Context: an optimization exercise on an open-source flow, tuned for small area. The choices shown serve that exercise and are no tape-out recipe.
Function was checked by simulation only, so behaviour that the tests miss may differ from the original.

Design AES_Masked, start of the top module:
module AES_Masked (
  input               io_clk,
  input               io_reset,
  input               io_enable,
  input               io_pt1_valid,
  output              io_pt1_ready,
  input      [31:0]   io_pt1_payload,
  input               io_pt2_valid,
  output              io_pt2_ready,
  input      [31:0]   io_pt2_payload,
  input               io_key1_valid,
  output              io_key1_ready,
  input      [31:0]   io_key1_payload,
  input               io_key2_valid,
  output              io_key2_ready,
  input      [31:0]   io_key2_payload,
  input      [27:0]   io_m,
  output              io_ct1_valid,
  input               io_ct1_ready,
  output     [31:0]   io_ct1_payload,
  output              io_ct2_valid,
  input               io_ct2_ready,
  output     [31:0]   io_ct2_payload,
  output              io_done
);
export LEC_CHECK = 0
export CAP_MARGIN = 20
export CORE_MARGIN = 2
export CORE_UTILIZATION = 40
export SLEW_MARGIN = 20
create_clock -name core_clock -period 6.0 [get_ports {io_clk}]
standard.sh (not shown) runs the stock make flow with config.mk's settings and CLKGATE_MAP_FILE= SYNTH_SCRIPT=/design/flow/synth_recipe.tcl, a recipe that flattens the netlist after the stock synthesis.
==> flow/flow/run.sh <==
#!/bin/bash
# Layout flow: the standard ORFS flow (standard.sh) with three changes:
#  - synthesis is the standard flow's own script except that ABC maps for area
#    (flow/synth.tcl, flow/area.abc); registers are untouched,
#  - port buffers are the smallest buffer cell,
#  - a lighter clock tree (smaller buffers, no dummy loads).
# Each step's full output goes to the ORFS logs under orfs/logs/; make's own
# output goes to flow_make.log here.
set -euo pipefail
cd "$(dirname "$0")/.."
export MY_ABC_SCRIPT="$PWD/flow/area.abc"
bash standard.sh \
  "SYNTH_SCRIPT=$PWD/flow/synth.tcl" \
  "BUFFER_PORTS_ARGS=-buffer_cell sky130_fd_sc_hd__buf_1" \
  "CTS_ARGS=-sink_clustering_enable -repair_clock_nets -dont_use_dummy_load -buf_list {sky130_fd_sc_hd__clkbuf_8} -sink_clustering_size 20 -sink_clustering_max_diameter 50" \
  finish > flow_make.log 2>&1
==> flow/flow/area.abc <==
&get -n
&st
&dch
&nf -R 1000
&put
==> flow/flow/synth.tcl <==
# synth_recipe.tcl (the standard synthesis) with one change: ABC maps the
# combinational logic with an area-oriented script (flow/area.abc).
proc synth {args} { yosys synth -nofsm -noshare {*}$args }
proc abc {args} {
  set i [lsearch -exact $args -script]
  if { $i >= 0 } {
    set args [lreplace $args [expr {$i + 1}] [expr {$i + 1}] $::env(MY_ABC_SCRIPT)]
  }
  yosys abc {*}$args
}
source $::env(SCRIPTS_DIR)/synth.tcl
# left out here: clear keep_hierarchy, flatten, clean up, hide names made inside functions, write 1_2_yosys.v
The baseline passed the timing, DRC and antenna checks.
Edit:
==> flow/run.sh (new file) <==
#!/bin/bash
# synth_recipe.tcl (not shown) runs the flow's synth.tcl, then flattens the netlist and writes it again
# the make line also repeats each setting of config.mk as NAME=value (left out here)
make -C /OpenROAD-flow-scripts/flow DESIGN_CONFIG=/design/flow/config.mk WORK_HOME=/design/flow/orfs CLKGATE_MAP_FILE= SYNTH_SCRIPT=/design/flow/synth_recipe.tcl finish
removed: flow/flow/run.sh
removed: flow/flow/area.abc
removed: flow/flow/synth.tcl
removed: flow/standard.sh
Setup slack improves by 0.25 ns.
Synthesized area went up by 7.8%.
Via count came out higher by 4.4%.
Worst hold slack improves by 0.021 ns.
Global-route usage is lower by 0.49 points.
Cell area climbs by 13%.
Routed wire length grows by 5.6%.
Sequential cell count stays the same.
Synthesized cell count climbs by 12%.


run D:
Starting RTL as in the previous note.
## AES_Masked
module AES_Masked (
  input               io_clk,
  input               io_reset,
  input               io_enable,
  input               io_pt1_valid,
  output              io_pt1_ready,
  input      [31:0]   io_pt1_payload,
  input               io_pt2_valid,
  output              io_pt2_ready,
  input      [31:0]   io_pt2_payload,
  input               io_key1_valid,
  output              io_key1_ready,
  input      [31:0]   io_key1_payload,
  input               io_key2_valid,
  output              io_key2_ready,
  input      [31:0]   io_key2_payload,
  input      [27:0]   io_m,
  output              io_ct1_valid,
  input               io_ct1_ready,
  output     [31:0]   io_ct1_payload,
  output              io_ct2_valid,
  input               io_ct2_ready,
  output     [31:0]   io_ct2_payload,
  output              io_done
);
Settings: LEC_CHECK=0, CAP_MARGIN=20, CORE_MARGIN=2, CORE_UTILIZATION=40, SLEW_MARGIN=20; clock period 6.0 ns.
==> flow/flow/run.sh <==
#!/bin/bash
# Layout flow: the standard ORFS flow (standard.sh) with three changes:
#  - synthesis is the standard flow's own script except that ABC maps for area
#    (flow/synth.tcl, flow/area.abc); registers are untouched,
#  - port buffers are the smallest buffer cell,
#  - a lighter clock tree (smaller buffers, no dummy loads).
# Each step's full output goes to the ORFS logs under orfs/logs/; make's own
# output goes to flow_make.log here.
set -euo pipefail
cd "$(dirname "$0")/.."
export MY_ABC_SCRIPT="$PWD/flow/area.abc"
bash standard.sh \
  "SYNTH_SCRIPT=$PWD/flow/synth.tcl" \
  "BUFFER_PORTS_ARGS=-buffer_cell sky130_fd_sc_hd__buf_1" \
  "CTS_ARGS=-sink_clustering_enable -repair_clock_nets -dont_use_dummy_load -buf_list {sky130_fd_sc_hd__clkbuf_8} -sink_clustering_size 16 -sink_clustering_max_diameter 45" \
  finish > flow_make.log 2>&1
==> flow/flow/area.abc <==
&get -n
&st
&dch
&nf -R 1000
&put
==> flow/flow/synth.tcl <==
# synth_recipe.tcl (the standard synthesis) with one change: ABC maps the
# combinational logic with an area-oriented script (flow/area.abc).
proc synth {args} { yosys synth -nofsm -noshare {*}$args }
proc abc {args} {
  set i [lsearch -exact $args -script]
  if { $i >= 0 } {
    set args [lreplace $args [expr {$i + 1}] [expr {$i + 1}] $::env(MY_ABC_SCRIPT)]
  }
  yosys abc {*}$args
}
source $::env(SCRIPTS_DIR)/synth.tcl
# left out here: clear keep_hierarchy, flatten, clean up, hide names made inside functions, write 1_2_yosys.v
Changes in run E relative to run D:
==> flow/flow/run.sh <==
#!/bin/bash
# Layout flow: the standard ORFS flow (standard.sh) with smaller port
# buffers and a lighter clock tree. Each step's full output goes to the ORFS
# logs under orfs/logs/; make's own output goes to flow_make.log here.
set -euo pipefail
cd "$(dirname "$0")/.."
bash standard.sh \
  "BUFFER_PORTS_ARGS=-buffer_cell sky130_fd_sc_hd__buf_1" \
  "CTS_ARGS=-sink_clustering_enable -repair_clock_nets -dont_use_dummy_load -buf_list {sky130_fd_sc_hd__clkbuf_4 sky130_fd_sc_hd__clkbuf_8} -sink_clustering_size 20 -sink_clustering_max_diameter 60" \
  finish > flow_make.log 2>&1
removed: flow/flow/area.abc
removed: flow/flow/synth.tcl
## What came out
The final layout from run E, which completed every stage, passed the timing, DRC and antenna checks at the end of the flow.
Compared with run D, in run E sequential share of layout area decreased 0.83 points; via count of the first global-routing pass went up 714; multi-input combinational area share up 1.7 points.
A worst setup path endpoint of io_ct1_payload[23] is what run D shows, while st2[123] belongs to run E.
In the tables for run D and run E, post-route fraction of the period consumed by the critical path reads higher with run D.
When run E is set beside run D, its cell count turns out to be 2.7% larger.
The run with more setup slack is run E; run D has less.
Higher wire length reported by the detailed router was reported by run E, not run D.

static timing again, ports no longer ideal:
The results above use ideal ports. As a check the final layouts listed here were re-extracted and re-timed, cells and wires unchanged.
Step 1 (the two cells are an assumption about what drives the block):
set clk [get_ports {io_clk}]
set_driving_cell -lib_cell sky130_fd_sc_hd__clkbuf_16 $clk
set_driving_cell -lib_cell sky130_fd_sc_hd__buf_2 [delete_from_list [all_inputs] $clk]
Step 2 moves the port delays by t, midway between the first and last clock arrival at a register: inputs arrive t later, outputs are due t later. That takes back most of the time a late clock gives input paths.
Slacks: ideal ports / drivers / drivers and shift; pairs: ideal ports / drivers.
| run | t, ns | setup WS [ns] | worst hold slack (ns) | worst setup path at the end | slew at the worst register clock pin (ns) |
|---|---|---|---|---|---|
| the first run of note 1 | 0.744 | 1.241 / 1.189 / 1.241 | 0.303 / 0.303 / 0.303 | register to register | 0.10 / 0.10 |
| the second run of note 1 | 0.676 | 1.488 / 1.428 / 1.569 | 0.324 / 0.324 / 0.324 | input to register | 0.06 / 0.06 |
| run D | 0.716 | 1.286 / 1.226 / 1.322 | 0.300 / 0.300 / 0.300 | register to register | 0.10 / 0.10 |
| run E | 0.726 | 1.720 / 1.720 / 1.720 | 0.303 / 0.303 / 0.303 | register to register | 0.12 / 0.12 |
After both steps every run listed still meets setup and hold.
